This design comes from an exercise in tuning for small area, a short achievable clock period and few clock cycles per item on the open sky130 flow, not from production work.
In this exercise RTL edits were held to simulation tests only and were not proved equivalent to the original.

==> flow/design.v <==
module geofence_sqrt #(parameter NS = 11, parameter [NS-1:0] CUT = 'b10_0100_1000) (
    input             clk,
    input  [2*NS-1:0] a,
    output [NS-1:0]   root
);
genvar k;
generate
for (k = 1; k <= NS; k = k + 1) begin : st
    wire [k-1:0]          r_in;
    wire [2*(NS+1-k)-1:0] a_in;
    wire [k:0]            r_out;
    wire [k-1:0]          q_out;
    wire [k+1:0]          rem2;
    wire [k+2:0]          diff;
    wire                  ge;
    if (k == 1) begin : f
        assign r_in = 1'b0;
        assign a_in = a;
        assign rem2 = {r_in, a_in[2*NS-1:2*NS-2]};
        assign diff = {1'b0, rem2} - 4'd1;
        assign ge = ~diff[k+2];
        assign q_out = ge;
    end else begin : n
        wire [k-2:0] q_in;
        if (CUT[k-2]) begin : c
            reg [k-2:0]           q_r;
            reg [k-1:0]           r_r;
            reg [2*(NS+1-k)-1:0]  a_r;
            always @(posedge clk) begin
                q_r <= st[k-1].q_out;
                r_r <= st[k-1].r_out;
                a_r <= st[k-1].a_in[2*(NS+1-k)-1:0];
            end
            assign q_in = q_r;
            assign r_in = r_r;
            assign a_in = a_r;
        end else begin : w
            assign q_in = st[k-1].q_out;
            assign r_in = st[k-1].r_out;
            assign a_in = st[k-1].a_in[2*(NS+1-k)-1:0];
        end
        assign rem2 = {r_in, a_in[2*(NS+1-k)-1:2*(NS-k)]};
        assign diff = {1'b0, rem2} - {2'b00, q_in, 2'b01};
        assign ge = ~diff[k+2];
        assign q_out = {q_in, ge};
    end
    assign r_out = ge ? diff[k:0] : rem2[k:0];
end
endgenerate
reg [NS-1:0] root_r;
always @(posedge clk) root_r <= st[NS].q_out;
assign root = root_r;
endmodule
module geofence_mul_a (input [11:0] a, input [10:0] b, output [22:0] y);
wire w0 = (a[0] & b[9]) ^ (a[1] & b[8]);
wire w1 = (a[0] & b[9]) & (a[1] & b[8]);
wire w2 = (a[0] & b[10]) ^ (a[1] & b[9]) ^ (a[2] & b[8]);
wire w3 = ((a[0] & b[10]) & (a[1] & b[9])) | ((a[0] & b[10]) & (a[2] & b[8])) | ((a[1] & b[9]) & (a[2] & b[8]));
wire w4 = (a[3] & b[7]) ^ (a[4] & b[6]);
wire w5 = (a[3] & b[7]) & (a[4] & b[6]);
wire w6 = (a[1] & b[10]) ^ (a[2] & b[9]) ^ (a[3] & b[8]);
wire w7 = ((a[1] & b[10]) & (a[2] & b[9])) | ((a[1] & b[10]) & (a[3] & b[8])) | ((a[2] & b[9]) & (a[3] & b[8]));
wire w8 = (a[4] & b[7]) ^ (a[5] & b[6]) ^ (a[6] & b[5]);
wire w9 = ((a[4] & b[7]) & (a[5] & b[6])) | ((a[4] & b[7]) & (a[6] & b[5])) | ((a[5] & b[6]) & (a[6] & b[5]));
wire w10 = (a[2] & b[10]) ^ (a[3] & b[9]) ^ (a[4] & b[8]);
wire w11 = ((a[2] & b[10]) & (a[3] & b[9])) | ((a[2] & b[10]) & (a[4] & b[8])) | ((a[3] & b[9]) & (a[4] & b[8]));
wire w12 = (a[5] & b[7]) ^ (a[6] & b[6]);
wire w13 = (a[5] & b[7]) & (a[6] & b[6]);
wire w14 = (a[3] & b[10]) ^ (a[4] & b[9]) ^ (a[5] & b[8]);
wire w15 = ((a[3] & b[10]) & (a[4] & b[9])) | ((a[3] & b[10]) & (a[5] & b[8])) | ((a[4] & b[9]) & (a[5] & b[8]));
wire w16 = (a[0] & b[6]) ^ (a[1] & b[5]);
wire w17 = (a[0] & b[6]) & (a[1] & b[5]);
wire w18 = (a[0] & b[7]) ^ (a[1] & b[6]) ^ (a[2] & b[5]);
wire w19 = ((a[0] & b[7]) & (a[1] & b[6])) | ((a[0] & b[7]) & (a[2] & b[5])) | ((a[1] & b[6]) & (a[2] & b[5]));
wire w20 = (a[3] & b[4]) ^ (a[4] & b[3]);
wire w21 = (a[3] & b[4]) & (a[4] & b[3]);
wire w22 = (a[0] & b[8]) ^ (a[1] & b[7]) ^ (a[2] & b[6]);
wire w23 = ((a[0] & b[8]) & (a[1] & b[7])) | ((a[0] & b[8]) & (a[2] & b[6])) | ((a[1] & b[7]) & (a[2] & b[6]));
wire w24 = (a[3] & b[5]) ^ (a[4] & b[4]) ^ (a[5] & b[3]);
wire w25 = ((a[3] & b[5]) & (a[4] & b[4])) | ((a[3] & b[5]) & (a[5] & b[3])) | ((a[4] & b[4]) & (a[5] & b[3]));
wire w26 = (a[6] & b[2]) ^ (a[7] & b[1]);
wire w27 = (a[6] & b[2]) & (a[7] & b[1]);
wire w28 = (w0) ^ (a[2] & b[7]) ^ (a[3] & b[6]);
wire w29 = ((w0) & (a[2] & b[7])) | ((w0) & (a[3] & b[6])) | ((a[2] & b[7]) & (a[3] & b[6]));
wire w30 = (a[4] & b[5]) ^ (a[5] & b[4]) ^ (a[6] & b[3]);
wire w31 = ((a[4] & b[5]) & (a[5] & b[4])) | ((a[4] & b[5]) & (a[6] & b[3])) | ((a[5] & b[4]) & (a[6] & b[3]));
wire w32 = (a[7] & b[2]) ^ (a[8] & b[1]) ^ (a[9] & b[0]);
wire w33 = ((a[7] & b[2]) & (a[8] & b[1])) | ((a[7] & b[2]) & (a[9] & b[0])) | ((a[8] & b[1]) & (a[9] & b[0]));
wire w34 = (w2) ^ (w4) ^ (a[5] & b[5]);
wire w35 = ((w2) & (w4)) | ((w2) & (a[5] & b[5])) | ((w4) & (a[5] & b[5]));
wire w36 = (a[6] & b[4]) ^ (a[7] & b[3]) ^ (a[8] & b[2]);
wire w37 = ((a[6] & b[4]) & (a[7] & b[3])) | ((a[6] & b[4]) & (a[8] & b[2])) | ((a[7] & b[3]) & (a[8] & b[2]));
wire w38 = (a[9] & b[1]) ^ (a[10] & b[0]) ^ (w1);
wire w39 = ((a[9] & b[1]) & (a[10] & b[0])) | ((a[9] & b[1]) & (w1)) | ((a[10] & b[0]) & (w1));
wire w40 = (w6) ^ (w8) ^ (a[7] & b[4]);
wire w41 = ((w6) & (w8)) | ((w6) & (a[7] & b[4])) | ((w8) & (a[7] & b[4]));
wire w42 = (a[8] & b[3]) ^ (a[9] & b[2]) ^ (a[10] & b[1]);
wire w43 = ((a[8] & b[3]) & (a[9] & b[2])) | ((a[8] & b[3]) & (a[10] & b[1])) | ((a[9] & b[2]) & (a[10] & b[1]));
wire w44 = (a[11] & b[0]) ^ (w3) ^ (w5);
wire w45 = ((a[11] & b[0]) & (w3)) | ((a[11] & b[0]) & (w5)) | ((w3) & (w5));
wire w46 = (w10) ^ (w12) ^ (a[7] & b[5]);
wire w47 = ((w10) & (w12)) | ((w10) & (a[7] & b[5])) | ((w12) & (a[7] & b[5]));
wire w48 = (a[8] & b[4]) ^ (a[9] & b[3]) ^ (a[10] & b[2]);
wire w49 = ((a[8] & b[4]) & (a[9] & b[3])) | ((a[8] & b[4]) & (a[10] & b[2])) | ((a[9] & b[3]) & (a[10] & b[2]));
wire w50 = (a[11] & b[1]) ^ (w7) ^ (w9);
wire w51 = ((a[11] & b[1]) & (w7)) | ((a[11] & b[1]) & (w9)) | ((w7) & (w9));
wire w52 = (w14) ^ (a[6] & b[7]) ^ (a[7] & b[6]);
wire w53 = ((w14) & (a[6] & b[7])) | ((w14) & (a[7] & b[6])) | ((a[6] & b[7]) & (a[7] & b[6]));
wire w54 = (a[8] & b[5]) ^ (a[9] & b[4]) ^ (a[10] & b[3]);
wire w55 = ((a[8] & b[5]) & (a[9] & b[4])) | ((a[8] & b[5]) & (a[10] & b[3])) | ((a[9] & b[4]) & (a[10] & b[3]));
wire w56 = (a[11] & b[2]) ^ (w11) ^ (w13);
wire w57 = ((a[11] & b[2]) & (w11)) | ((a[11] & b[2]) & (w13)) | ((w11) & (w13));
wire w58 = (a[4] & b[10]) ^ (a[5] & b[9]) ^ (a[6] & b[8]);
wire w59 = ((a[4] & b[10]) & (a[5] & b[9])) | ((a[4] & b[10]) & (a[6] & b[8])) | ((a[5] & b[9]) & (a[6] & b[8]));
wire w60 = (a[7] & b[7]) ^ (a[8] & b[6]) ^ (a[9] & b[5]);
wire w61 = ((a[7] & b[7]) & (a[8] & b[6])) | ((a[7] & b[7]) & (a[9] & b[5])) | ((a[8] & b[6]) & (a[9] & b[5]));
wire w62 = (a[10] & b[4]) ^ (a[11] & b[3]) ^ (w15);
wire w63 = ((a[10] & b[4]) & (a[11] & b[3])) | ((a[10] & b[4]) & (w15)) | ((a[11] & b[3]) & (w15));
wire w64 = (a[5] & b[10]) ^ (a[6] & b[9]) ^ (a[7] & b[8]);
wire w65 = ((a[5] & b[10]) & (a[6] & b[9])) | ((a[5] & b[10]) & (a[7] & b[8])) | ((a[6] & b[9]) & (a[7] & b[8]));
wire w66 = (a[8] & b[7]) ^ (a[9] & b[6]) ^ (a[10] & b[5]);
wire w67 = ((a[8] & b[7]) & (a[9] & b[6])) | ((a[8] & b[7]) & (a[10] & b[5])) | ((a[9] & b[6]) & (a[10] & b[5]));
wire w68 = (a[6] & b[10]) ^ (a[7] & b[9]) ^ (a[8] & b[8]);
wire w69 = ((a[6] & b[10]) & (a[7] & b[9])) | ((a[6] & b[10]) & (a[8] & b[8])) | ((a[7] & b[9]) & (a[8] & b[8]));
wire w70 = (a[0] & b[4]) ^ (a[1] & b[3]);
wire w71 = (a[0] & b[4]) & (a[1] & b[3]);
wire w72 = (a[0] & b[5]) ^ (a[1] & b[4]) ^ (a[2] & b[3]);
wire w73 = ((a[0] & b[5]) & (a[1] & b[4])) | ((a[0] & b[5]) & (a[2] & b[3])) | ((a[1] & b[4]) & (a[2] & b[3]));
wire w74 = (a[3] & b[2]) ^ (a[4] & b[1]);
wire w75 = (a[3] & b[2]) & (a[4] & b[1]);
wire w76 = (w16) ^ (a[2] & b[4]) ^ (a[3] & b[3]);
wire w77 = ((w16) & (a[2] & b[4])) | ((w16) & (a[3] & b[3])) | ((a[2] & b[4]) & (a[3] & b[3]));
wire w78 = (a[4] & b[2]) ^ (a[5] & b[1]) ^ (a[6] & b[0]);
wire w79 = ((a[4] & b[2]) & (a[5] & b[1])) | ((a[4] & b[2]) & (a[6] & b[0])) | ((a[5] & b[1]) & (a[6] & b[0]));
wire w80 = (w18) ^ (w20) ^ (a[5] & b[2]);
wire w81 = ((w18) & (w20)) | ((w18) & (a[5] & b[2])) | ((w20) & (a[5] & b[2]));
wire w82 = (a[6] & b[1]) ^ (a[7] & b[0]) ^ (w17);
wire w83 = ((a[6] & b[1]) & (a[7] & b[0])) | ((a[6] & b[1]) & (w17)) | ((a[7] & b[0]) & (w17));
wire w84 = (w22) ^ (w24) ^ (w26);
wire w85 = ((w22) & (w24)) | ((w22) & (w26)) | ((w24) & (w26));
wire w86 = (a[8] & b[0]) ^ (w19) ^ (w21);
wire w87 = ((a[8] & b[0]) & (w19)) | ((a[8] & b[0]) & (w21)) | ((w19) & (w21));
wire w88 = (w28) ^ (w30) ^ (w32);
wire w89 = ((w28) & (w30)) | ((w28) & (w32)) | ((w30) & (w32));
wire w90 = (w23) ^ (w25) ^ (w27);
wire w91 = ((w23) & (w25)) | ((w23) & (w27)) | ((w25) & (w27));
wire w92 = (w34) ^ (w36) ^ (w38);
wire w93 = ((w34) & (w36)) | ((w34) & (w38)) | ((w36) & (w38));
wire w94 = (w29) ^ (w31) ^ (w33);
wire w95 = ((w29) & (w31)) | ((w29) & (w33)) | ((w31) & (w33));
wire w96 = (w40) ^ (w42) ^ (w44);
wire w97 = ((w40) & (w42)) | ((w40) & (w44)) | ((w42) & (w44));
wire w98 = (w35) ^ (w37) ^ (w39);
wire w99 = ((w35) & (w37)) | ((w35) & (w39)) | ((w37) & (w39));
wire w100 = (w46) ^ (w48) ^ (w50);
wire w101 = ((w46) & (w48)) | ((w46) & (w50)) | ((w48) & (w50));
wire w102 = (w41) ^ (w43) ^ (w45);
wire w103 = ((w41) & (w43)) | ((w41) & (w45)) | ((w43) & (w45));
wire w104 = (w52) ^ (w54) ^ (w56);
wire w105 = ((w52) & (w54)) | ((w52) & (w56)) | ((w54) & (w56));
wire w106 = (w47) ^ (w49) ^ (w51);
wire w107 = ((w47) & (w49)) | ((w47) & (w51)) | ((w49) & (w51));
wire w108 = (w58) ^ (w60) ^ (w62);
wire w109 = ((w58) & (w60)) | ((w58) & (w62)) | ((w60) & (w62));
wire w110 = (w53) ^ (w55) ^ (w57);
wire w111 = ((w53) & (w55)) | ((w53) & (w57)) | ((w55) & (w57));
wire w112 = (w64) ^ (w66) ^ (a[11] & b[4]);
wire w113 = ((w64) & (w66)) | ((w64) & (a[11] & b[4])) | ((w66) & (a[11] & b[4]));
wire w114 = (w59) ^ (w61) ^ (w63);
wire w115 = ((w59) & (w61)) | ((w59) & (w63)) | ((w61) & (w63));
wire w116 = (w68) ^ (a[9] & b[7]) ^ (a[10] & b[6]);
wire w117 = ((w68) & (a[9] & b[7])) | ((w68) & (a[10] & b[6])) | ((a[9] & b[7]) & (a[10] & b[6]));
wire w118 = (a[11] & b[5]) ^ (w65) ^ (w67);
wire w119 = ((a[11] & b[5]) & (w65)) | ((a[11] & b[5]) & (w67)) | ((w65) & (w67));
wire w120 = (a[7] & b[10]) ^ (a[8] & b[9]) ^ (a[9] & b[8]);
wire w121 = ((a[7] & b[10]) & (a[8] & b[9])) | ((a[7] & b[10]) & (a[9] & b[8])) | ((a[8] & b[9]) & (a[9] & b[8]));
wire w122 = (a[10] & b[7]) ^ (a[11] & b[6]) ^ (w69);
wire w123 = ((a[10] & b[7]) & (a[11] & b[6])) | ((a[10] & b[7]) & (w69)) | ((a[11] & b[6]) & (w69));
wire w124 = (a[8] & b[10]) ^ (a[9] & b[9]) ^ (a[10] & b[8]);
wire w125 = ((a[8] & b[10]) & (a[9] & b[9])) | ((a[8] & b[10]) & (a[10] & b[8])) | ((a[9] & b[9]) & (a[10] & b[8]));
wire w126 = (a[0] & b[3]) ^ (a[1] & b[2]);
wire w127 = (a[0] & b[3]) & (a[1] & b[2]);
wire w128 = (w70) ^ (a[2] & b[2]) ^ (a[3] & b[1]);
wire w129 = ((w70) & (a[2] & b[2])) | ((w70) & (a[3] & b[1])) | ((a[2] & b[2]) & (a[3] & b[1]));
wire w130 = (w72) ^ (w74) ^ (a[5] & b[0]);
wire w131 = ((w72) & (w74)) | ((w72) & (a[5] & b[0])) | ((w74) & (a[5] & b[0]));
wire w132 = (w76) ^ (w78) ^ (w73);
wire w133 = ((w76) & (w78)) | ((w76) & (w73)) | ((w78) & (w73));
wire w134 = (w80) ^ (w82) ^ (w77);
wire w135 = ((w80) & (w82)) | ((w80) & (w77)) | ((w82) & (w77));
wire w136 = (w84) ^ (w86) ^ (w81);
wire w137 = ((w84) & (w86)) | ((w84) & (w81)) | ((w86) & (w81));
wire w138 = (w88) ^ (w90) ^ (w85);
wire w139 = ((w88) & (w90)) | ((w88) & (w85)) | ((w90) & (w85));
wire w140 = (w92) ^ (w94) ^ (w89);
wire w141 = ((w92) & (w94)) | ((w92) & (w89)) | ((w94) & (w89));
wire w142 = (w96) ^ (w98) ^ (w93);
wire w143 = ((w96) & (w98)) | ((w96) & (w93)) | ((w98) & (w93));
wire w144 = (w100) ^ (w102) ^ (w97);
wire w145 = ((w100) & (w102)) | ((w100) & (w97)) | ((w102) & (w97));
wire w146 = (w104) ^ (w106) ^ (w101);
wire w147 = ((w104) & (w106)) | ((w104) & (w101)) | ((w106) & (w101));
wire w148 = (w108) ^ (w110) ^ (w105);
wire w149 = ((w108) & (w110)) | ((w108) & (w105)) | ((w110) & (w105));
wire w150 = (w112) ^ (w114) ^ (w109);
wire w151 = ((w112) & (w114)) | ((w112) & (w109)) | ((w114) & (w109));
wire w152 = (w116) ^ (w118) ^ (w113);
wire w153 = ((w116) & (w118)) | ((w116) & (w113)) | ((w118) & (w113));
wire w154 = (w120) ^ (w122) ^ (w117);
wire w155 = ((w120) & (w122)) | ((w120) & (w117)) | ((w122) & (w117));
wire w156 = (w124) ^ (a[11] & b[7]) ^ (w121);
wire w157 = ((w124) & (a[11] & b[7])) | ((w124) & (w121)) | ((a[11] & b[7]) & (w121));
wire w158 = (a[9] & b[10]) ^ (a[10] & b[9]) ^ (a[11] & b[8]);
wire w159 = ((a[9] & b[10]) & (a[10] & b[9])) | ((a[9] & b[10]) & (a[11] & b[8])) | ((a[10] & b[9]) & (a[11] & b[8]));
wire w160 = (a[0] & b[2]) ^ (a[1] & b[1]);
wire w161 = (a[0] & b[2]) & (a[1] & b[1]);
wire w162 = (w126) ^ (a[2] & b[1]) ^ (a[3] & b[0]);
wire w163 = ((w126) & (a[2] & b[1])) | ((w126) & (a[3] & b[0])) | ((a[2] & b[1]) & (a[3] & b[0]));
wire w164 = (w128) ^ (a[4] & b[0]) ^ (w127);
wire w165 = ((w128) & (a[4] & b[0])) | ((w128) & (w127)) | ((a[4] & b[0]) & (w127));
wire w166 = (w130) ^ (w71) ^ (w129);
wire w167 = ((w130) & (w71)) | ((w130) & (w129)) | ((w71) & (w129));
wire w168 = (w132) ^ (w75) ^ (w131);
wire w169 = ((w132) & (w75)) | ((w132) & (w131)) | ((w75) & (w131));
wire w170 = (w134) ^ (w79) ^ (w133);
wire w171 = ((w134) & (w79)) | ((w134) & (w133)) | ((w79) & (w133));
wire w172 = (w136) ^ (w83) ^ (w135);
wire w173 = ((w136) & (w83)) | ((w136) & (w135)) | ((w83) & (w135));
wire w174 = (w138) ^ (w87) ^ (w137);
wire w175 = ((w138) & (w87)) | ((w138) & (w137)) | ((w87) & (w137));
wire w176 = (w140) ^ (w91) ^ (w139);
wire w177 = ((w140) & (w91)) | ((w140) & (w139)) | ((w91) & (w139));
wire w178 = (w142) ^ (w95) ^ (w141);
wire w179 = ((w142) & (w95)) | ((w142) & (w141)) | ((w95) & (w141));
wire w180 = (w144) ^ (w99) ^ (w143);
wire w181 = ((w144) & (w99)) | ((w144) & (w143)) | ((w99) & (w143));
wire w182 = (w146) ^ (w103) ^ (w145);
wire w183 = ((w146) & (w103)) | ((w146) & (w145)) | ((w103) & (w145));
wire w184 = (w148) ^ (w107) ^ (w147);
wire w185 = ((w148) & (w107)) | ((w148) & (w147)) | ((w107) & (w147));
wire w186 = (w150) ^ (w111) ^ (w149);
wire w187 = ((w150) & (w111)) | ((w150) & (w149)) | ((w111) & (w149));
wire w188 = (w152) ^ (w115) ^ (w151);
wire w189 = ((w152) & (w115)) | ((w152) & (w151)) | ((w115) & (w151));
wire w190 = (w154) ^ (w119) ^ (w153);
wire w191 = ((w154) & (w119)) | ((w154) & (w153)) | ((w119) & (w153));
wire w192 = (w156) ^ (w123) ^ (w155);
wire w193 = ((w156) & (w123)) | ((w156) & (w155)) | ((w123) & (w155));
wire w194 = (w158) ^ (w125) ^ (w157);
wire w195 = ((w158) & (w125)) | ((w158) & (w157)) | ((w125) & (w157));
wire w196 = (a[10] & b[10]) ^ (a[11] & b[9]) ^ (w159);
wire w197 = ((a[10] & b[10]) & (a[11] & b[9])) | ((a[10] & b[10]) & (w159)) | ((a[11] & b[9]) & (w159));
wire [22:0] r0 = {1'b0, a[11] & b[10], w196, w194, w192, w190, w188, w186, w184, w182, w180, w178, w176, w174, w172, w170, w168, w166, w164, w162, w160, a[0] & b[1], a[0] & b[0]};
wire [22:0] r1 = {1'b0, w197, w195, w193, w191, w189, w187, w185, w183, w181, w179, w177, w175, w173, w171, w169, w167, w165, w163, w161, a[2] & b[0], a[1] & b[0], 1'b0};
assign y = r0 + r1;
endmodule
module geofence_mul_b (input [10:0] a, input [10:0] b, output [21:0] y);
wire w0 = (a[0] & b[9]) ^ (a[1] & b[8]);
wire w1 = (a[0] & b[9]) & (a[1] & b[8]);
wire w2 = (a[0] & b[10]) ^ (a[1] & b[9]) ^ (a[2] & b[8]);
wire w3 = ((a[0] & b[10]) & (a[1] & b[9])) | ((a[0] & b[10]) & (a[2] & b[8])) | ((a[1] & b[9]) & (a[2] & b[8]));
wire w4 = (a[3] & b[7]) ^ (a[4] & b[6]);
wire w5 = (a[3] & b[7]) & (a[4] & b[6]);
wire w6 = (a[1] & b[10]) ^ (a[2] & b[9]) ^ (a[3] & b[8]);
wire w7 = ((a[1] & b[10]) & (a[2] & b[9])) | ((a[1] & b[10]) & (a[3] & b[8])) | ((a[2] & b[9]) & (a[3] & b[8]));
wire w8 = (a[4] & b[7]) ^ (a[5] & b[6]);
wire w9 = (a[4] & b[7]) & (a[5] & b[6]);
wire w10 = (a[2] & b[10]) ^ (a[3] & b[9]) ^ (a[4] & b[8]);
wire w11 = ((a[2] & b[10]) & (a[3] & b[9])) | ((a[2] & b[10]) & (a[4] & b[8])) | ((a[3] & b[9]) & (a[4] & b[8]));
wire w12 = (a[0] & b[6]) ^ (a[1] & b[5]);
wire w13 = (a[0] & b[6]) & (a[1] & b[5]);
wire w14 = (a[0] & b[7]) ^ (a[1] & b[6]) ^ (a[2] & b[5]);
wire w15 = ((a[0] & b[7]) & (a[1] & b[6])) | ((a[0] & b[7]) & (a[2] & b[5])) | ((a[1] & b[6]) & (a[2] & b[5]));
wire w16 = (a[3] & b[4]) ^ (a[4] & b[3]);
wire w17 = (a[3] & b[4]) & (a[4] & b[3]);
wire w18 = (a[0] & b[8]) ^ (a[1] & b[7]) ^ (a[2] & b[6]);
wire w19 = ((a[0] & b[8]) & (a[1] & b[7])) | ((a[0] & b[8]) & (a[2] & b[6])) | ((a[1] & b[7]) & (a[2] & b[6]));
wire w20 = (a[3] & b[5]) ^ (a[4] & b[4]) ^ (a[5] & b[3]);
wire w21 = ((a[3] & b[5]) & (a[4] & b[4])) | ((a[3] & b[5]) & (a[5] & b[3])) | ((a[4] & b[4]) & (a[5] & b[3]));
wire w22 = (a[6] & b[2]) ^ (a[7] & b[1]);
wire w23 = (a[6] & b[2]) & (a[7] & b[1]);
wire w24 = (w0) ^ (a[2] & b[7]) ^ (a[3] & b[6]);
wire w25 = ((w0) & (a[2] & b[7])) | ((w0) & (a[3] & b[6])) | ((a[2] & b[7]) & (a[3] & b[6]));
wire w26 = (a[4] & b[5]) ^ (a[5] & b[4]) ^ (a[6] & b[3]);
wire w27 = ((a[4] & b[5]) & (a[5] & b[4])) | ((a[4] & b[5]) & (a[6] & b[3])) | ((a[5] & b[4]) & (a[6] & b[3]));
wire w28 = (a[7] & b[2]) ^ (a[8] & b[1]) ^ (a[9] & b[0]);
wire w29 = ((a[7] & b[2]) & (a[8] & b[1])) | ((a[7] & b[2]) & (a[9] & b[0])) | ((a[8] & b[1]) & (a[9] & b[0]));
wire w30 = (w2) ^ (w4) ^ (a[5] & b[5]);
wire w31 = ((w2) & (w4)) | ((w2) & (a[5] & b[5])) | ((w4) & (a[5] & b[5]));
wire w32 = (a[6] & b[4]) ^ (a[7] & b[3]) ^ (a[8] & b[2]);
wire w33 = ((a[6] & b[4]) & (a[7] & b[3])) | ((a[6] & b[4]) & (a[8] & b[2])) | ((a[7] & b[3]) & (a[8] & b[2]));
wire w34 = (a[9] & b[1]) ^ (a[10] & b[0]) ^ (w1);
wire w35 = ((a[9] & b[1]) & (a[10] & b[0])) | ((a[9] & b[1]) & (w1)) | ((a[10] & b[0]) & (w1));
wire w36 = (w6) ^ (w8) ^ (a[6] & b[5]);
wire w37 = ((w6) & (w8)) | ((w6) & (a[6] & b[5])) | ((w8) & (a[6] & b[5]));
wire w38 = (a[7] & b[4]) ^ (a[8] & b[3]) ^ (a[9] & b[2]);
wire w39 = ((a[7] & b[4]) & (a[8] & b[3])) | ((a[7] & b[4]) & (a[9] & b[2])) | ((a[8] & b[3]) & (a[9] & b[2]));
wire w40 = (a[10] & b[1]) ^ (w3) ^ (w5);
wire w41 = ((a[10] & b[1]) & (w3)) | ((a[10] & b[1]) & (w5)) | ((w3) & (w5));
wire w42 = (w10) ^ (a[5] & b[7]) ^ (a[6] & b[6]);
wire w43 = ((w10) & (a[5] & b[7])) | ((w10) & (a[6] & b[6])) | ((a[5] & b[7]) & (a[6] & b[6]));
wire w44 = (a[7] & b[5]) ^ (a[8] & b[4]) ^ (a[9] & b[3]);
wire w45 = ((a[7] & b[5]) & (a[8] & b[4])) | ((a[7] & b[5]) & (a[9] & b[3])) | ((a[8] & b[4]) & (a[9] & b[3]));
wire w46 = (a[10] & b[2]) ^ (w7) ^ (w9);
wire w47 = ((a[10] & b[2]) & (w7)) | ((a[10] & b[2]) & (w9)) | ((w7) & (w9));
wire w48 = (a[3] & b[10]) ^ (a[4] & b[9]) ^ (a[5] & b[8]);
wire w49 = ((a[3] & b[10]) & (a[4] & b[9])) | ((a[3] & b[10]) & (a[5] & b[8])) | ((a[4] & b[9]) & (a[5] & b[8]));
wire w50 = (a[6] & b[7]) ^ (a[7] & b[6]) ^ (a[8] & b[5]);
wire w51 = ((a[6] & b[7]) & (a[7] & b[6])) | ((a[6] & b[7]) & (a[8] & b[5])) | ((a[7] & b[6]) & (a[8] & b[5]));
wire w52 = (a[9] & b[4]) ^ (a[10] & b[3]) ^ (w11);
wire w53 = ((a[9] & b[4]) & (a[10] & b[3])) | ((a[9] & b[4]) & (w11)) | ((a[10] & b[3]) & (w11));
wire w54 = (a[4] & b[10]) ^ (a[5] & b[9]) ^ (a[6] & b[8]);
wire w55 = ((a[4] & b[10]) & (a[5] & b[9])) | ((a[4] & b[10]) & (a[6] & b[8])) | ((a[5] & b[9]) & (a[6] & b[8]));
wire w56 = (a[7] & b[7]) ^ (a[8] & b[6]) ^ (a[9] & b[5]);
wire w57 = ((a[7] & b[7]) & (a[8] & b[6])) | ((a[7] & b[7]) & (a[9] & b[5])) | ((a[8] & b[6]) & (a[9] & b[5]));
wire w58 = (a[5] & b[10]) ^ (a[6] & b[9]) ^ (a[7] & b[8]);
wire w59 = ((a[5] & b[10]) & (a[6] & b[9])) | ((a[5] & b[10]) & (a[7] & b[8])) | ((a[6] & b[9]) & (a[7] & b[8]));
wire w60 = (a[0] & b[4]) ^ (a[1] & b[3]);
wire w61 = (a[0] & b[4]) & (a[1] & b[3]);
wire w62 = (a[0] & b[5]) ^ (a[1] & b[4]) ^ (a[2] & b[3]);
wire w63 = ((a[0] & b[5]) & (a[1] & b[4])) | ((a[0] & b[5]) & (a[2] & b[3])) | ((a[1] & b[4]) & (a[2] & b[3]));
wire w64 = (a[3] & b[2]) ^ (a[4] & b[1]);
wire w65 = (a[3] & b[2]) & (a[4] & b[1]);
wire w66 = (w12) ^ (a[2] & b[4]) ^ (a[3] & b[3]);
wire w67 = ((w12) & (a[2] & b[4])) | ((w12) & (a[3] & b[3])) | ((a[2] & b[4]) & (a[3] & b[3]));
wire w68 = (a[4] & b[2]) ^ (a[5] & b[1]) ^ (a[6] & b[0]);
wire w69 = ((a[4] & b[2]) & (a[5] & b[1])) | ((a[4] & b[2]) & (a[6] & b[0])) | ((a[5] & b[1]) & (a[6] & b[0]));
wire w70 = (w14) ^ (w16) ^ (a[5] & b[2]);
wire w71 = ((w14) & (w16)) | ((w14) & (a[5] & b[2])) | ((w16) & (a[5] & b[2]));
wire w72 = (a[6] & b[1]) ^ (a[7] & b[0]) ^ (w13);
wire w73 = ((a[6] & b[1]) & (a[7] & b[0])) | ((a[6] & b[1]) & (w13)) | ((a[7] & b[0]) & (w13));
wire w74 = (w18) ^ (w20) ^ (w22);
wire w75 = ((w18) & (w20)) | ((w18) & (w22)) | ((w20) & (w22));
wire w76 = (a[8] & b[0]) ^ (w15) ^ (w17);
wire w77 = ((a[8] & b[0]) & (w15)) | ((a[8] & b[0]) & (w17)) | ((w15) & (w17));
wire w78 = (w24) ^ (w26) ^ (w28);
wire w79 = ((w24) & (w26)) | ((w24) & (w28)) | ((w26) & (w28));
wire w80 = (w19) ^ (w21) ^ (w23);
wire w81 = ((w19) & (w21)) | ((w19) & (w23)) | ((w21) & (w23));
wire w82 = (w30) ^ (w32) ^ (w34);
wire w83 = ((w30) & (w32)) | ((w30) & (w34)) | ((w32) & (w34));
wire w84 = (w25) ^ (w27) ^ (w29);
wire w85 = ((w25) & (w27)) | ((w25) & (w29)) | ((w27) & (w29));
wire w86 = (w36) ^ (w38) ^ (w40);
wire w87 = ((w36) & (w38)) | ((w36) & (w40)) | ((w38) & (w40));
wire w88 = (w31) ^ (w33) ^ (w35);
wire w89 = ((w31) & (w33)) | ((w31) & (w35)) | ((w33) & (w35));
wire w90 = (w42) ^ (w44) ^ (w46);
wire w91 = ((w42) & (w44)) | ((w42) & (w46)) | ((w44) & (w46));
wire w92 = (w37) ^ (w39) ^ (w41);
wire w93 = ((w37) & (w39)) | ((w37) & (w41)) | ((w39) & (w41));
wire w94 = (w48) ^ (w50) ^ (w52);
wire w95 = ((w48) & (w50)) | ((w48) & (w52)) | ((w50) & (w52));
wire w96 = (w43) ^ (w45) ^ (w47);
wire w97 = ((w43) & (w45)) | ((w43) & (w47)) | ((w45) & (w47));
wire w98 = (w54) ^ (w56) ^ (a[10] & b[4]);
wire w99 = ((w54) & (w56)) | ((w54) & (a[10] & b[4])) | ((w56) & (a[10] & b[4]));
wire w100 = (w49) ^ (w51) ^ (w53);
wire w101 = ((w49) & (w51)) | ((w49) & (w53)) | ((w51) & (w53));
wire w102 = (w58) ^ (a[8] & b[7]) ^ (a[9] & b[6]);
wire w103 = ((w58) & (a[8] & b[7])) | ((w58) & (a[9] & b[6])) | ((a[8] & b[7]) & (a[9] & b[6]));
wire w104 = (a[10] & b[5]) ^ (w55) ^ (w57);
wire w105 = ((a[10] & b[5]) & (w55)) | ((a[10] & b[5]) & (w57)) | ((w55) & (w57));
wire w106 = (a[6] & b[10]) ^ (a[7] & b[9]) ^ (a[8] & b[8]);
wire w107 = ((a[6] & b[10]) & (a[7] & b[9])) | ((a[6] & b[10]) & (a[8] & b[8])) | ((a[7] & b[9]) & (a[8] & b[8]));
wire w108 = (a[9] & b[7]) ^ (a[10] & b[6]) ^ (w59);
wire w109 = ((a[9] & b[7]) & (a[10] & b[6])) | ((a[9] & b[7]) & (w59)) | ((a[10] & b[6]) & (w59));
wire w110 = (a[7] & b[10]) ^ (a[8] & b[9]) ^ (a[9] & b[8]);
wire w111 = ((a[7] & b[10]) & (a[8] & b[9])) | ((a[7] & b[10]) & (a[9] & b[8])) | ((a[8] & b[9]) & (a[9] & b[8]));
wire w112 = (a[0] & b[3]) ^ (a[1] & b[2]);
wire w113 = (a[0] & b[3]) & (a[1] & b[2]);
wire w114 = (w60) ^ (a[2] & b[2]) ^ (a[3] & b[1]);
wire w115 = ((w60) & (a[2] & b[2])) | ((w60) & (a[3] & b[1])) | ((a[2] & b[2]) & (a[3] & b[1]));
wire w116 = (w62) ^ (w64) ^ (a[5] & b[0]);
wire w117 = ((w62) & (w64)) | ((w62) & (a[5] & b[0])) | ((w64) & (a[5] & b[0]));
wire w118 = (w66) ^ (w68) ^ (w63);
wire w119 = ((w66) & (w68)) | ((w66) & (w63)) | ((w68) & (w63));
wire w120 = (w70) ^ (w72) ^ (w67);
wire w121 = ((w70) & (w72)) | ((w70) & (w67)) | ((w72) & (w67));
wire w122 = (w74) ^ (w76) ^ (w71);
wire w123 = ((w74) & (w76)) | ((w74) & (w71)) | ((w76) & (w71));
wire w124 = (w78) ^ (w80) ^ (w75);
wire w125 = ((w78) & (w80)) | ((w78) & (w75)) | ((w80) & (w75));
wire w126 = (w82) ^ (w84) ^ (w79);
wire w127 = ((w82) & (w84)) | ((w82) & (w79)) | ((w84) & (w79));
wire w128 = (w86) ^ (w88) ^ (w83);
wire w129 = ((w86) & (w88)) | ((w86) & (w83)) | ((w88) & (w83));
wire w130 = (w90) ^ (w92) ^ (w87);
wire w131 = ((w90) & (w92)) | ((w90) & (w87)) | ((w92) & (w87));
wire w132 = (w94) ^ (w96) ^ (w91);
wire w133 = ((w94) & (w96)) | ((w94) & (w91)) | ((w96) & (w91));
wire w134 = (w98) ^ (w100) ^ (w95);
wire w135 = ((w98) & (w100)) | ((w98) & (w95)) | ((w100) & (w95));
wire w136 = (w102) ^ (w104) ^ (w99);
wire w137 = ((w102) & (w104)) | ((w102) & (w99)) | ((w104) & (w99));
wire w138 = (w106) ^ (w108) ^ (w103);
wire w139 = ((w106) & (w108)) | ((w106) & (w103)) | ((w108) & (w103));
wire w140 = (w110) ^ (a[10] & b[7]) ^ (w107);
wire w141 = ((w110) & (a[10] & b[7])) | ((w110) & (w107)) | ((a[10] & b[7]) & (w107));
wire w142 = (a[8] & b[10]) ^ (a[9] & b[9]) ^ (a[10] & b[8]);
wire w143 = ((a[8] & b[10]) & (a[9] & b[9])) | ((a[8] & b[10]) & (a[10] & b[8])) | ((a[9] & b[9]) & (a[10] & b[8]));
wire w144 = (a[0] & b[2]) ^ (a[1] & b[1]);
wire w145 = (a[0] & b[2]) & (a[1] & b[1]);
wire w146 = (w112) ^ (a[2] & b[1]) ^ (a[3] & b[0]);
wire w147 = ((w112) & (a[2] & b[1])) | ((w112) & (a[3] & b[0])) | ((a[2] & b[1]) & (a[3] & b[0]));
wire w148 = (w114) ^ (a[4] & b[0]) ^ (w113);
wire w149 = ((w114) & (a[4] & b[0])) | ((w114) & (w113)) | ((a[4] & b[0]) & (w113));
wire w150 = (w116) ^ (w61) ^ (w115);
wire w151 = ((w116) & (w61)) | ((w116) & (w115)) | ((w61) & (w115));
wire w152 = (w118) ^ (w65) ^ (w117);
wire w153 = ((w118) & (w65)) | ((w118) & (w117)) | ((w65) & (w117));
wire w154 = (w120) ^ (w69) ^ (w119);
wire w155 = ((w120) & (w69)) | ((w120) & (w119)) | ((w69) & (w119));
wire w156 = (w122) ^ (w73) ^ (w121);
wire w157 = ((w122) & (w73)) | ((w122) & (w121)) | ((w73) & (w121));
wire w158 = (w124) ^ (w77) ^ (w123);
wire w159 = ((w124) & (w77)) | ((w124) & (w123)) | ((w77) & (w123));
wire w160 = (w126) ^ (w81) ^ (w125);
wire w161 = ((w126) & (w81)) | ((w126) & (w125)) | ((w81) & (w125));
wire w162 = (w128) ^ (w85) ^ (w127);
wire w163 = ((w128) & (w85)) | ((w128) & (w127)) | ((w85) & (w127));
wire w164 = (w130) ^ (w89) ^ (w129);
wire w165 = ((w130) & (w89)) | ((w130) & (w129)) | ((w89) & (w129));
wire w166 = (w132) ^ (w93) ^ (w131);
wire w167 = ((w132) & (w93)) | ((w132) & (w131)) | ((w93) & (w131));
wire w168 = (w134) ^ (w97) ^ (w133);
wire w169 = ((w134) & (w97)) | ((w134) & (w133)) | ((w97) & (w133));
wire w170 = (w136) ^ (w101) ^ (w135);
wire w171 = ((w136) & (w101)) | ((w136) & (w135)) | ((w101) & (w135));
wire w172 = (w138) ^ (w105) ^ (w137);
wire w173 = ((w138) & (w105)) | ((w138) & (w137)) | ((w105) & (w137));
wire w174 = (w140) ^ (w109) ^ (w139);
wire w175 = ((w140) & (w109)) | ((w140) & (w139)) | ((w109) & (w139));
wire w176 = (w142) ^ (w111) ^ (w141);
wire w177 = ((w142) & (w111)) | ((w142) & (w141)) | ((w111) & (w141));
wire w178 = (a[9] & b[10]) ^ (a[10] & b[9]) ^ (w143);
wire w179 = ((a[9] & b[10]) & (a[10] & b[9])) | ((a[9] & b[10]) & (w143)) | ((a[10] & b[9]) & (w143));
wire [21:0] r0 = {1'b0, a[10] & b[10], w178, w176, w174, w172, w170, w168, w166, w164, w162, w160, w158, w156, w154, w152, w150, w148, w146, w144, a[0] & b[1], a[0] & b[0]};
wire [21:0] r1 = {1'b0, w179, w177, w175, w173, w171, w169, w167, w165, w163, w161, w159, w157, w155, w153, w151, w149, w147, w145, a[2] & b[0], a[1] & b[0], 1'b0};
assign y = r0 + r1;
endmodule
module geofence ( clk,reset,X,Y,R,valid,is_inside);
input clk;
input reset;
input [9:0] X;
input [9:0] Y;
input [10:0] R;
output valid;
output is_inside;
reg [5:0] cyc;
reg valid_r, isin_r;
reg [1:0] opm;    
reg       npm;    
reg [2:0] npa, npb;
reg       sq;     
reg [2:0] nre;    
reg       ce;     
reg [2:0] ci, cj;
reg       acc;    
localparam LAST = 6'd35;
always @(*) begin
    opm = 2'd0; sq = 1'b0; acc = 1'b0; ce = 1'b0; ci = 3'd0; cj = 3'd0;
    npm = 1'b0; npa = 3'd0; npb = 3'd0; nre = 3'd0;
    case (cyc)
    6'd0: begin opm = 2'd0; sq = 1'b0; acc = 1'b0; ce = 1'b0; ci = 3'd0; cj = 3'd0; npm = 1'b0; npa = 3'd0; npb = 3'd0; nre = 3'd0; end
    6'd1: begin opm = 2'd0; sq = 1'b0; acc = 1'b0; ce = 1'b0; ci = 3'd0; cj = 3'd0; npm = 1'b0; npa = 3'd0; npb = 3'd0; nre = 3'd0; end
    6'd2: begin opm = 2'd0; sq = 1'b0; acc = 1'b0; ce = 1'b0; ci = 3'd0; cj = 3'd0; npm = 1'b0; npa = 3'd4; npb = 3'd5; nre = 3'd0; end
    6'd3: begin opm = 2'd0; sq = 1'b0; acc = 1'b0; ce = 1'b0; ci = 3'd0; cj = 3'd0; npm = 1'b0; npa = 3'd3; npb = 3'd5; nre = 3'd0; end
    6'd4: begin opm = 2'd0; sq = 1'b0; acc = 1'b0; ce = 1'b0; ci = 3'd0; cj = 3'd0; npm = 1'b0; npa = 3'd3; npb = 3'd4; nre = 3'd0; end
    6'd5: begin opm = 2'd0; sq = 1'b0; acc = 1'b0; ce = 1'b1; ci = 3'd2; cj = 3'd3; npm = 1'b0; npa = 3'd1; npb = 3'd4; nre = 3'd0; end
    6'd6: begin opm = 2'd0; sq = 1'b0; acc = 1'b0; ce = 1'b1; ci = 3'd1; cj = 3'd3; npm = 1'b0; npa = 3'd1; npb = 3'd3; nre = 3'd0; end
    6'd7: begin opm = 2'd0; sq = 1'b0; acc = 1'b0; ce = 1'b1; ci = 3'd1; cj = 3'd2; npm = 1'b0; npa = 3'd1; npb = 3'd2; nre = 3'd0; end
    6'd8: begin opm = 2'd0; sq = 1'b0; acc = 1'b0; ce = 1'b1; ci = 3'd5; cj = 3'd2; npm = 1'b0; npa = 3'd4; npb = 3'd2; nre = 3'd0; end
    6'd9: begin opm = 2'd0; sq = 1'b0; acc = 1'b0; ce = 1'b1; ci = 3'd5; cj = 3'd1; npm = 1'b0; npa = 3'd4; npb = 3'd1; nre = 3'd0; end
    6'd10: begin opm = 2'd0; sq = 1'b0; acc = 1'b0; ce = 1'b1; ci = 3'd5; cj = 3'd0; npm = 1'b0; npa = 3'd4; npb = 3'd0; nre = 3'd0; end
    6'd11: begin opm = 2'd0; sq = 1'b0; acc = 1'b0; ce = 1'b1; ci = 3'd2; cj = 3'd0; npm = 1'b0; npa = 3'd4; npb = 3'd5; nre = 3'd0; end
    6'd12: begin opm = 2'd0; sq = 1'b0; acc = 1'b0; ce = 1'b1; ci = 3'd2; cj = 3'd5; npm = 1'b0; npa = 3'd0; npb = 3'd0; nre = 3'd0; end
    6'd13: begin opm = 2'd0; sq = 1'b0; acc = 1'b0; ce = 1'b1; ci = 3'd2; cj = 3'd4; npm = 1'b0; npa = 3'd0; npb = 3'd0; nre = 3'd0; end
    6'd14: begin opm = 2'd0; sq = 1'b0; acc = 1'b0; ce = 1'b1; ci = 3'd2; cj = 3'd3; npm = 1'b1; npa = 3'd0; npb = 3'd0; nre = 3'd0; end
    6'd15: begin opm = 2'd1; sq = 1'b0; acc = 1'b0; ce = 1'b0; ci = 3'd0; cj = 3'd0; npm = 1'b1; npa = 3'd1; npb = 3'd0; nre = 3'd0; end
    6'd16: begin opm = 2'd1; sq = 1'b0; acc = 1'b0; ce = 1'b0; ci = 3'd0; cj = 3'd0; npm = 1'b1; npa = 3'd2; npb = 3'd0; nre = 3'd0; end
    6'd17: begin opm = 2'd1; sq = 1'b0; acc = 1'b0; ce = 1'b0; ci = 3'd0; cj = 3'd0; npm = 1'b1; npa = 3'd3; npb = 3'd0; nre = 3'd0; end
    6'd18: begin opm = 2'd1; sq = 1'b0; acc = 1'b0; ce = 1'b0; ci = 3'd0; cj = 3'd0; npm = 1'b1; npa = 3'd4; npb = 3'd0; nre = 3'd0; end
    6'd19: begin opm = 2'd1; sq = 1'b0; acc = 1'b0; ce = 1'b0; ci = 3'd0; cj = 3'd0; npm = 1'b1; npa = 3'd5; npb = 3'd0; nre = 3'd0; end
    6'd20: begin opm = 2'd1; sq = 1'b0; acc = 1'b0; ce = 1'b0; ci = 3'd0; cj = 3'd0; npm = 1'b0; npa = 3'd0; npb = 3'd0; nre = 3'd0; end
    6'd21: begin opm = 2'd2; sq = 1'b0; acc = 1'b0; ce = 1'b0; ci = 3'd0; cj = 3'd0; npm = 1'b0; npa = 3'd0; npb = 3'd0; nre = 3'd1; end
    6'd22: begin opm = 2'd2; sq = 1'b0; acc = 1'b0; ce = 1'b0; ci = 3'd0; cj = 3'd0; npm = 1'b0; npa = 3'd0; npb = 3'd0; nre = 3'd2; end
    6'd23: begin opm = 2'd2; sq = 1'b1; acc = 1'b0; ce = 1'b0; ci = 3'd0; cj = 3'd0; npm = 1'b0; npa = 3'd0; npb = 3'd0; nre = 3'd3; end
    6'd24: begin opm = 2'd2; sq = 1'b1; acc = 1'b0; ce = 1'b0; ci = 3'd0; cj = 3'd0; npm = 1'b0; npa = 3'd0; npb = 3'd0; nre = 3'd4; end
    6'd25: begin opm = 2'd2; sq = 1'b1; acc = 1'b0; ce = 1'b0; ci = 3'd0; cj = 3'd0; npm = 1'b0; npa = 3'd0; npb = 3'd0; nre = 3'd5; end
    6'd26: begin opm = 2'd2; sq = 1'b1; acc = 1'b0; ce = 1'b0; ci = 3'd0; cj = 3'd0; npm = 1'b1; npa = 3'd0; npb = 3'd0; nre = 3'd0; end
    6'd27: begin opm = 2'd3; sq = 1'b1; acc = 1'b0; ce = 1'b0; ci = 3'd0; cj = 3'd0; npm = 1'b1; npa = 3'd1; npb = 3'd0; nre = 3'd0; end
    6'd28: begin opm = 2'd3; sq = 1'b1; acc = 1'b0; ce = 1'b0; ci = 3'd0; cj = 3'd0; npm = 1'b1; npa = 3'd2; npb = 3'd0; nre = 3'd0; end
    6'd29: begin opm = 2'd3; sq = 1'b0; acc = 1'b1; ce = 1'b0; ci = 3'd0; cj = 3'd0; npm = 1'b1; npa = 3'd3; npb = 3'd0; nre = 3'd0; end
    6'd30: begin opm = 2'd3; sq = 1'b0; acc = 1'b1; ce = 1'b0; ci = 3'd0; cj = 3'd0; npm = 1'b1; npa = 3'd4; npb = 3'd0; nre = 3'd0; end
    6'd31: begin opm = 2'd3; sq = 1'b0; acc = 1'b1; ce = 1'b0; ci = 3'd0; cj = 3'd0; npm = 1'b1; npa = 3'd5; npb = 3'd0; nre = 3'd0; end
    6'd32: begin opm = 2'd3; sq = 1'b0; acc = 1'b1; ce = 1'b0; ci = 3'd0; cj = 3'd0; npm = 1'b0; npa = 3'd0; npb = 3'd0; nre = 3'd0; end
    6'd33: begin opm = 2'd0; sq = 1'b0; acc = 1'b1; ce = 1'b0; ci = 3'd0; cj = 3'd0; npm = 1'b0; npa = 3'd0; npb = 3'd0; nre = 3'd0; end
    6'd34: begin opm = 2'd0; sq = 1'b0; acc = 1'b1; ce = 1'b0; ci = 3'd0; cj = 3'd0; npm = 1'b0; npa = 3'd0; npb = 3'd0; nre = 3'd0; end
    6'd35: begin opm = 2'd0; sq = 1'b0; acc = 1'b0; ce = 1'b0; ci = 3'd0; cj = 3'd0; npm = 1'b0; npa = 3'd0; npb = 3'd0; nre = 3'd0; end
    default: ;
    endcase
end
always @(posedge clk, posedge reset) begin
    if (reset) begin
        cyc <= 6'd0;
        valid_r <= 1'b0;
    end else begin
        cyc <= (cyc == LAST) ? 6'd0 : cyc + 6'd1;
        valid_r <= (cyc == LAST - 6'd1);
    end
end
assign valid = valid_r;
assign is_inside = isin_r;
reg [30:0] ring [0:5];
reg [2:0]  pos [0:5];
reg [2:0]  posn [0:5];    
reg [9:0]  x0, y0;        
integer n;
always @(posedge clk) begin
    for (n = 0; n < 5; n = n + 1) begin
        ring[n] <= ring[n+1];
        pos[n] <= posn[n+1];
    end
    ring[5] <= (cyc < 6'd6) ? {X, Y, R} : ring[0];
    pos[5] <= (cyc < 6'd6) ? {2'b00, cyc != 6'd0} : posn[0];
    if (cyc == 6'd0) begin
        x0 <= X;
        y0 <= Y;
    end
end
reg [5:0] na, nb, nra, nrb;    
reg [5:0] sa, sb, sra, srb;
reg [2:0] npb1, nre1;
integer m;
always @(*) begin
    npb1 = (npa == 3'd5) ? 3'd0 : npa + 3'd1;
    nre1 = (nre == 3'd5) ? 3'd0 : nre + 3'd1;
    for (m = 0; m < 6; m = m + 1) begin
        if (!npm) begin
            na[m] = (npa == m);
            nb[m] = (npb == m);
        end else begin
            na[m] = (posn[(m + 1) % 6] == npa);
            nb[m] = (posn[(m + 1) % 6] == npb1);
        end
        nra[m] = (posn[(m + 1) % 6] == nre);
        nrb[m] = (posn[(m + 1) % 6] == nre1);
    end
end
always @(posedge clk) begin
    sa <= na;
    sb <= nb;
    sra <= nra;
    srb <= nrb;
end
reg [9:0]  xa, ya, xb, yb;
reg [10:0] ra, rb;
always @(*) begin
    xa = 10'd0; ya = 10'd0; ra = 11'd0; xb = 10'd0; yb = 10'd0; rb = 11'd0;
    for (m = 0; m < 6; m = m + 1) begin
        xa = xa | (ring[m][30:21] & {10{sa[m]}});
        ya = ya | (ring[m][20:11] & {10{sa[m]}});
        ra = ra | (ring[m][10:0]  & {11{sra[m]}});
        xb = xb | (ring[m][30:21] & {10{sb[m]}});
        yb = yb | (ring[m][20:11] & {10{sb[m]}});
        rb = rb | (ring[m][10:0]  & {11{srb[m]}});
    end
end
wire [10:0] sqo;             
wire [9:0]  sqo1;            
wire [11:0] rsum;            
wire [11:0] rdif;            
wire [10:0] as = sqo;        
reg  [21:0] p1, p2;          
reg         g1, g2;          
reg         gp1, gp2;        
assign rsum = ra + rb;
assign rdif = ra - rb;
reg [13:0] u1p, u1q, u2p, u2q, u3p, u3q, u4p, u4q;
reg        sb1, sb2, sb3, sb4, hv;
always @(*) begin
    sb1 = 1'b1; sb2 = 1'b1; sb3 = 1'b1; sb4 = 1'b1; hv = 1'b0;
    case (opm)
    2'd0: begin  
        u1p = xa;  u1q = x0;
        u2p = yb;  u2q = y0;
        u3p = ya;  u3q = y0;
        u4p = xb;  u4q = x0;
    end
    2'd1: begin  
        u1p = xa;  u1q = xb;
        u2p = xa;  u2q = xb;
        u3p = ya;  u3q = yb;
        u4p = yb;  u4q = ya;
    end
    2'd2: begin  
        hv = 1'b1;
        u1p = as;   u1q = rsum; sb1 = 1'b0;
        u2p = as;   u2q = {{2{rdif[11]}}, rdif};
        u3p = as;   u3q = {{2{rdif[11]}}, rdif}; sb3 = 1'b0;
        u4p = rsum; u4q = as;
    end
    default: begin  
        u1p = sqo; u1q = 14'd0;
        u2p = sqo1; u2q = 14'd0;
        u3p = xa;  u3q = xb; sb3 = 1'b0;
        u4p = yb;  u4q = ya;
    end
    endcase
end
function [12:0] opu;    
    input [13:0] p, q;
    input        sub, h;
    reg [13:0] x, y;
    begin
        x = sub ? p - q : p + q;
        y = h ? {x[13], x[13:1]} : x;
        opu = {y[13], (y[13] ? -y[11:0] : y[11:0])};
    end
endfunction
wire [12:0] d1 = opu(u1p, u1q, sb1, hv);
wire [12:0] d2 = opu(u2p, u2q, sb2, hv);
wire [12:0] d3 = opu(u3p, u3q, sb3, hv);
wire [12:0] d4 = opu(u4p, u4q, sb4, hv);
reg [11:0] o1;
reg [10:0] o2, o3, o4;
wire [22:0] m12;
wire [21:0] m34;
geofence_mul_a U_M1 (.a(o1), .b(o2), .y(m12));
geofence_mul_b U_M2 (.a(o3), .b(o4), .y(m34));
always @(posedge clk) begin
    o1 <= d1[11:0]; o2 <= d2[10:0]; o3 <= d3[10:0]; o4 <= d4[10:0];
    g1 <= d1[12] ^ d2[12];
    g2 <= d3[12] ^ d4[12];
    p1 <= m12[21:0];
    p2 <= m34;
    gp1 <= g1;
    gp2 <= g2;
end
wire p2gt = p2 > p1;
wire ccw = gp2 ? (gp1 ? p2gt : 1'b1) : (gp1 ? 1'b0 : !p2gt);
always @(*) begin
    for (m = 0; m < 6; m = m + 1)
        posn[m] = pos[m] + {2'b00, ce && (ccw ? (cj == m) : (ci == m))};
end
wire [21:0] sqi = sq ? p1 : p1 + p2;
geofence_sqrt #(.NS(11), .CUT(11'b100_1001_000)) U_SQ (.clk(clk), .a(sqi), .root(sqo));
geofence_sqrt #(.NS(10), .CUT(10'b10_0100_100)) U_SQ1 (.clk(clk), .a(p2[19:0]), .root(sqo1));
reg  [24:0] dacc;
wire [24:0] dadd = {2'b00, p1, 1'b0} + (gp2 ? {3'b000, p2} : ~{3'b000, p2}) + {24'd0, ~gp2};
wire [24:0] dnew = dacc + dadd;
always @(posedge clk) begin
    if (cyc == 6'd0)
        dacc <= 25'd0;
    else if (acc)
        dacc <= dnew;
    if (cyc == LAST - 6'd1)
        isin_r <= dnew[24] || (dnew == 25'd0);
end
endmodule
==> flow/flow/run.sh <==
#!/bin/bash
# The standard layout (the standard.sh, unchanged synthesis and steps),
# with repair_timing asked for 16.5 ns of extra setup slack so that it works
# on the paths that set the achieved period. Same clock and constraints.
set -euo pipefail
bash standard.sh SETUP_SLACK_MARGIN=16.5 finish > flow_make.log 2>&1
==> flow/standard.sh <==
#!/bin/bash
# synth_recipe.tcl (not shown) runs the flow's synth.tcl, then flattens the netlist and writes it again
# the make line also repeats each setting of config.mk as NAME=value (left out here)
make -C /OpenROAD-flow-scripts/flow DESIGN_CONFIG=/design/flow/config.mk WORK_HOME=/design/flow/orfs CLKGATE_MAP_FILE= SYNTH_SCRIPT=/design/flow/synth_recipe.tcl "${@:-finish}"
==> flow/config.mk <==
export PLATFORM = sky130hd
export DESIGN_NAME = geofence
export DESIGN_NICKNAME = geofence
export VERILOG_FILES = /design/flow/design.v
export SDC_FILE = /design/flow/constraint.sdc
export NUM_CORES = 4
export LEC_CHECK = 0
export ABC_CLOCK_PERIOD_IN_PS = 6000
export CAP_MARGIN = 20
export CORE_MARGIN = 2
export CORE_UTILIZATION = 40
export SLEW_MARGIN = 20
==> flow/constraint.sdc <==
create_clock -name core_clock -period 22.0 [get_ports {clk}]
set_input_delay 4.4000 -clock core_clock [delete_from_list [all_inputs] [get_ports {clk}]]
set_output_delay 4.4000 -clock core_clock [all_outputs]
set_load 0.01 [all_outputs]
==> results.py, run 1 <==
metrics = {
    "yosys": {
        "synth_top_area_cell": "dfxtp_1",
        "synthXorXnorAreaFrac_pct": 7.378,
        "ys_warn_count": 6,
        "synth_top_family_by_area": "adder cells",
        "synth_top_area_share_pct": 26.05,
        "synthArstFlopShare_pct": 1.328,
        "ys_types": 90,
        "synth_compound_area_share_pct": 17.59,
        "synth_area_um2": 38350,
        "postSynthCellCount": 4436,
        "synthFlopType": "dfxtp_1",
        "synth_common_cells": "499 x dfxtp_1, 451 x inv_1, 350 x ha_1",
        "syn_avg_cell_area_um2": 8.644,
        "ys_seq_elements": 527,
        "synthTopCellsByArea": "dfxtp_1 26%, ha_1 11%, fa_1 10%",
        "synthMuxAreaShare_pct": 2.362,
        "ys_seq_area_share_pct": 28.15,
        "yosys.area_share.adder_pct": 21.86,
        "yosys.area_share.simple_pct": 16.33,
        "syn_nets": 5019,
        "synth_enable_flop_cells": 21,
        "synth_most_common_cell": "dfxtp_1",
    },
    "die": {
        "std_cell_rows": 113,
        "die_h_um": 313.6,
        "pin_count": 35,
        "dieArea_um2": 98360,
        "dieWidth_um": 313.6,
        "initial_utilization_pct": 40.36,
        "core_um2": 95010,
    },
    "clocking": {
        "clockBufferDepth": 3,
        "clk_latency_ns": 0.66,
        "cts_max_level": 2,
        "numCtsBuffers": 59,
        "cts_hold_buf": 0,
        "root_buffer": "clkbuf_16",
        "clkTransAtPathRegs_ns": 0.06,
        "cts_tree": "yes",
        "cts_sinks": 527,
    },
    "grt": {
        "grt_pass1_vias": 30800,
        "grt.overflow.total": 0,
        "grt_max_degree": 62,
        "antenna_found_initial": 3,
        "track_usage_pct": 22.27,
        "grt_first_pass_wirelength_um": 173700,
    },
    "min_path": {
        "min_path_type": "reg -> reg",
        "hold_path_depth": 0,
        "min_from": "U_SQ.st[5].n.c.a_r[4]",
        "hold_path_end": "U_SQ.st[8].n.c.a_r[4]",
    },
    "route": {
        "drt_iter0_drc": 2663,
        "routed_wl_um": 113900,
        "route.vias.total": 32040,
        "vias_per_cell": 5.507,
        "drc": 0,
        "wl_met1_um": 51310,
        "wl_per_cell_um": 19.58,
        "wl_met3_um": 8573,
        "wl_met2_um": 50780,
        "highest_layer": "met4",
        "firstDrtPassIters": 6,
        "final_antenna_net_count": 0,
    },
    "place": {
        "gp_congestion": 0.9498,
        "io_buffers": 34,
        "hpwl_um": 83160,
    },
    "sta": {
        "final.setup.tns_ns": 0,
        "max_freq_ghz": 0.1758,
        "fin_skew_ns": 0.05112,
        "worst_pin_slew_ns": 1.096,
        "hold-worst-slack_ns": 0.3234,
        "timing.final.crit_share_pct": 25.85,
        "min_period_ns": 5.688,
        "report.final.slew_viol_count": 0,
        "finalSetupViolCount": 0,
        "max_slew_margin_pct": 26.65,
        "grt_setup_unrepaired": "true",
        "hold_violations": 0,
    },
    "worst_setup_path": {
        "crit_type": "reg -> out",
        "path_buf_inv": 1,
        "timing.rr.end": "U_SQ.st[5].n.c.r_r[3]",
        "crit_path_start_kind": "flop",
        "path_cells": "buf_2",
        "critPathTopFamily": "flip-flops",
        "r2r_start": "p1[11]",
        "rrSetupSlack_ns": 16.54,
        "worstPathMaxFanout": 1,
        "critPathArrivalTime_ns": 1.29,
        "critPathRequiredTime_ns": 17.60,
        "critPathSlowestCell": "edfxtp_1",
        "r2r_cells": 25,
        "end_kind": "output port",
        "max_stage_delay_ns": 0.47,
    },
    "cells_and_area": {
        "areaGrowthSynthToFinish_pct": 17.24,
        "final_nets": 5087,
        "drive_above_1_share_pct": 13.84,
        "final_util_pct": 47.32,
    },
    "job": {
        "drv_cap": 0,
    },
    "run_status": {
        "status": "no timing/DRC/antenna violations",
    },
}
stage by stage:
step | cell area [um2] | std cells | worst slack (ns)
2_1_floorplan | 38440 | 4436 | 16.50
3_3_place_gp | 39970 | 5585 | 15.50
3_5_place_dp | 39970 | 5585 | 15.41
4_1_cts | 43220 | 5752 | 16.24
5_1_grt | 44950 | 5818 | 16.25
6_report | 44960 | 5819 | 16.31
worst max path at each step:
stage | startpoint | end | slack [ns] | cells after the start
after global placement | U_SQ.st[8].n.c.q_r[0] | U_SQ.st[11].n.c.r_r[8] | 15.50 | 26
after floorplan | p2[0] | U_SQ.st[5].n.c.r_r[3] | 16.50 | 27
after global routing | isin_r | is_inside | 16.25 | 1
final | isin_r | is_inside | 16.31 | 1
after detailed placement | U_SQ.st[8].n.c.q_r[0] | U_SQ.st[11].n.c.r_r[9] | 15.41 | 26
after CTS | isin_r | is_inside | 16.24 | 1
final cells by class:
| type | instances | area, um2 |
|---|---|---|
| Antenna cell | 1 | 2.502 |
| Clock buffer | 76 | 1642 |
| Clock inverter | 34 | 598.1 |
| Fill cell | 9079 | 50060 |
| Inverter | 453 | 1722 |
| Multi-Input combinational cell | 3271 | 26610 |
| Sequential cell | 527 | 10920 |
| Tap cell | 1265 | 1583 |
| Timing Repair Buffer | 192 | 1874 |
timing repair:
item / CTS / global route
gates resized for setup: 151 / 256
buffers inserted: 53 / 60
endpoints found under the setup margin: 94 / 93
gates cloned: 4 / 5
pin swaps: 29 / 96
registers in the layout (all words and copies together) (netlist names), 11 cells and up:
register / flops
U_SQ.root_r: 11
U_SQ1.st.n.c.r_r: 21
U_SQ.st.n.c.q_r: 21
o4: 11
U_SQ1.st.n.c.a_r: 24
U_SQ1.st.n.c.q_r: 18
p2: 22
U_SQ.st.n.c.a_r: 24
p1: 22
ring: 186
o2: 11
dacc: 25
o1: 12
pos: 18
o3: 11
U_SQ.st.n.c.r_r: 24
cell usage in the layout, fill, tap and decap left out, types with 103 or more instances in the layout:
master   instances
a21oi_1        257
a22oi_1        175
and2_1         213
buf_4          131
dfxtp_1        451
fa_1           196
ha_1           312
inv_1          437
nand2_1        329
nor2_1         304
o21ai_0        153
xnor2_1        210
xor2_1         103
kinds of logic (layout without fill, tap and decap cells):
group           count (synthesis)  after routing
flops                         527            527
buf+inv                       638            755
mux                            84             84
compound gates               1032           1032
other cells                     0              1
xor+xnor                      323            323
fa+ha+maj                     550            550
simple gates                 1282           1282
layer usage:
| layer | up-vias | global-route usage [%] |
|---|---|---|
| li1 | 15290 | - |
| met1 | 15500 | 30.83 |
| met2 | 1058 | 35.21 |
| met3 | 197 | 4.381 |
| met4 | 0 | 6.329 |
| met5 | - | 0 |
Testbench counts, summed over its fixed seeds: cycles 86,392, objects 2,400.
==> run 2: changes to the inputs <==
==> flow/flow/run.sh (replaced) <==
#!/bin/bash
# The standard layout (the standard.sh, unchanged synthesis and steps),
# with repair_timing asked for 16.3 ns of extra setup slack so that it works
# on the paths that set the achieved period. Same clock and constraints.
set -euo pipefail
bash standard.sh SETUP_SLACK_MARGIN=16.3 finish > flow_make.log 2>&1
==> run 2 against run 1 <==
Sequential share of layout area increased by 0.63 points. Synthesized cell count unchanged. Core utilization decreased by 1.2 points. Non-clock buffer count decreased by 39. Global-route usage decreased by 0.37 points. First-iteration DRC count decreased by 7.0%. Worst setup slack improved by 0.10 ns. Clock skew increased by 0.020 ns. Routed wire length decreased by 2.9%. Fmax increased by 1.8%. Clock-buffer cell count decreased by 1. Register-to-register slack got worse by 0.04 ns.
==> results.py, run 2 <==
metrics = {
    "run_status": {
        "status": "no timing/DRC/antenna violations",
    },
    "die": {
        "std_cell_rows": 113,
        "initial_utilization_pct": 40.36,
        "pin_count": 35,
        "die_h_um": 313.6,
        "dieWidth_um": 313.6,
    },
    "sta": {
        "finalSetupViolCount": 0,
        "max_slew_margin_pct": 27.35,
        "timing.final.crit_share_pct": 25.39,
        "max_freq_ghz": 0.1790,
        "final.setup.tns_ns": 0,
        "fin_ws_ns": 16.41,
        "fin_skew_ns": 0.07069,
        "worst_pin_slew_ns": 1.090,
        "hold_violations": 0,
        "report.final.slew_viol_count": 0,
        "grt_setup_unrepaired": "true",
    },
    "route": {
        "routed_wl_um": 110700,
        "firstDrtPassIters": 6,
        "drc": 0,
        "wl_per_cell_um": 19.14,
        "drt_iter0_drc": 2477,
        "vias_per_cell": 5.451,
        "route.vias.total": 31520,
    },
    "worst_setup_path": {
        "path_cells": "buf_2",
        "critPathRequiredTime_ns": 17.60,
        "max_stage_delay_ns": 0.43,
        "end_kind": "output port",
        "crit_type": "reg -> out",
        "crit_path_start_kind": "flop",
        "path_buf_inv": 1,
        "worstPathMaxFanout": 1,
        "critPathSlowestCell": "edfxtp_1",
    },
    "grt": {
        "grt.overflow.total": 0,
        "grt_pass1_vias": 30200,
        "antenna_found_initial": 6,
        "use_met2_pct": 35.39,
    },
    "yosys": {
        "synth_area_um2": 38350,
        "synth_top_area_cell": "dfxtp_1",
        "syn_nets": 5019,
        "synth_common_cells": "499 x dfxtp_1, 451 x inv_1, 350 x ha_1",
        "synthFlopType": "dfxtp_1",
        "postSynthCellCount": 4436,
        "ys_seq_elements": 527,
        "syn_avg_cell_area_um2": 8.644,
        "ys_types": 90,
        "synth_most_common_cell": "dfxtp_1",
        "synthArstFlopShare_pct": 1.328,
    },
    "cells_and_area": {
        "mostFrequentLayoutCell": "dfxtp_1",
        "fillers": 9179,
        "seq_area_um2": 10910,
        "layout_common_cells": "454 x dfxtp_1, 441 x inv_1, 333 x nand2_1, 333 x ha_1, 309 x nor2_1",
        "largest_reg_flops": 186,
        "top_regs": "ring: 186 flops, dacc: 25 flops",
        "multi_input_area_um2": 26050,
        "areaGrowthSynthToFinish_pct": 14.15,
    },
    "place": {
        "io_buffers": 34,
        "pre_cts_ws_ns": 14.93,
        "gp_congestion": 0.9664,
        "hpwl_um": 82200,
    },
    "clocking": {
        "cts_sinks": 527,
        "clk_latency_ns": 0.65,
        "root_buffer": "clkbuf_16",
        "cts_tree": "yes",
        "clockBufferDepth": 3,
        "numCtsBuffers": 59,
    },
    "job": {
        "drv_cap": 0,
    },
    "min_path": {
        "min_path_type": "reg -> reg",
    },
}
==> run 2: cell counts after synthesis <==
No cell type changed its count.
==> run 2: what timing repair did <==
| action | 4_1_cts | 5_1_grt |
|---|---|---|
| setup buffers | 24 | 56 |
| hold buffers | 0 | 0 |
| setup endpoints to repair | 88 | 88 |
| cloned | 2 | 2 |
| gates resized for setup | 120 | 171 |
| pin swaps | 23 | 62 |
==> run 2: metal layers <==
layer  part of all wire (%)  vias up
met5                      0        -
met4                    2.0        0
met3                    6.5      153
met2                     46      994
met1                     46    15160
li1                       -    15210
==> run 2: cell type report <==
class	instances	area share, %
Clock inverter	37	1.029
Clock buffer	75	3.742
Tap cell	1265	3.616
Timing Repair Buffer	153	3.256
Antenna cell	1	0.005717
Multi-Input combinational cell	3271	59.50
Inverter	453	3.927
Sequential cell	527	24.93
==> run 2: through the flow <==
step / hold WS [ns] / util [%] / cells / instance area [um2]
finish: 0.3236 / 46.07 / 5782 / 43770
detailed placement: 0.3121 / 42.00 / 5585 / 39910
global placement: 0.3099 / 42.00 / 5585 / 39910
CTS: 0.3264 / 44.90 / 5723 / 42660
global route: 0.3310 / 46.07 / 5781 / 43770
floorplan: 0.3096 / - / 4436 / 38360
==> run 2: final timing paths <==
check / from / to / slack, ns / cells past startpoint
setup / recovery: isin_r / is_inside / 16.41 / 1
hold / removal: U_SQ1.st[4].n.c.a_r[0] / U_SQ1.st[7].n.c.a_r[0] / 0.32 / 0
setup reg to reg: o2[9] / p1[20] / 16.50 / 18
hold reg to reg: U_SQ1.st[4].n.c.a_r[0] / U_SQ1.st[7].n.c.a_r[0] / 0.32 / 0
max in group asynchronous: reset / cyc[2] / 17.62 / 2
min in group asynchronous: reset / cyc[5] / 4.05 / 2
==> run 2: cells by family after synthesis <==
kind of cell / share of synthesized area (%)
compound gates: 17.59
xor+xnor: 7.378
fa+ha+maj: 21.86
buf+inv: 6.317
flops: 28.15
mux: 2.362
simple gates: 16.33

-- port drivers added, routing unchanged --
The results above use ideal ports. As a check the final layouts listed here were re-extracted and re-timed, cells and wires unchanged. Step 1 sets driving cells, clkbuf_16 on the clock port and buf_2 on the other inputs (assumed; they add their load-dependent delay and slew). Step 2, shift: input delay + t, output delay - t, t = (earliest + latest rising clock arrival at the registers) / 2. This alone moves slack from input paths to output paths. Slacks: ideal / step 1 / step 2; pairs: ideal / step 1.
| run | t, ns | slack for setup (ns) | worst data-port slew with drivers (ns) |
|---|---|---|---|
| run 1 | 0.696 | 16.312 / 16.250 / 16.541 | 0.04 |
| run 2 | 0.680 | 16.415 / 16.348 / 16.500 | 0.04 |
After both steps setup and hold are still met in every run listed.
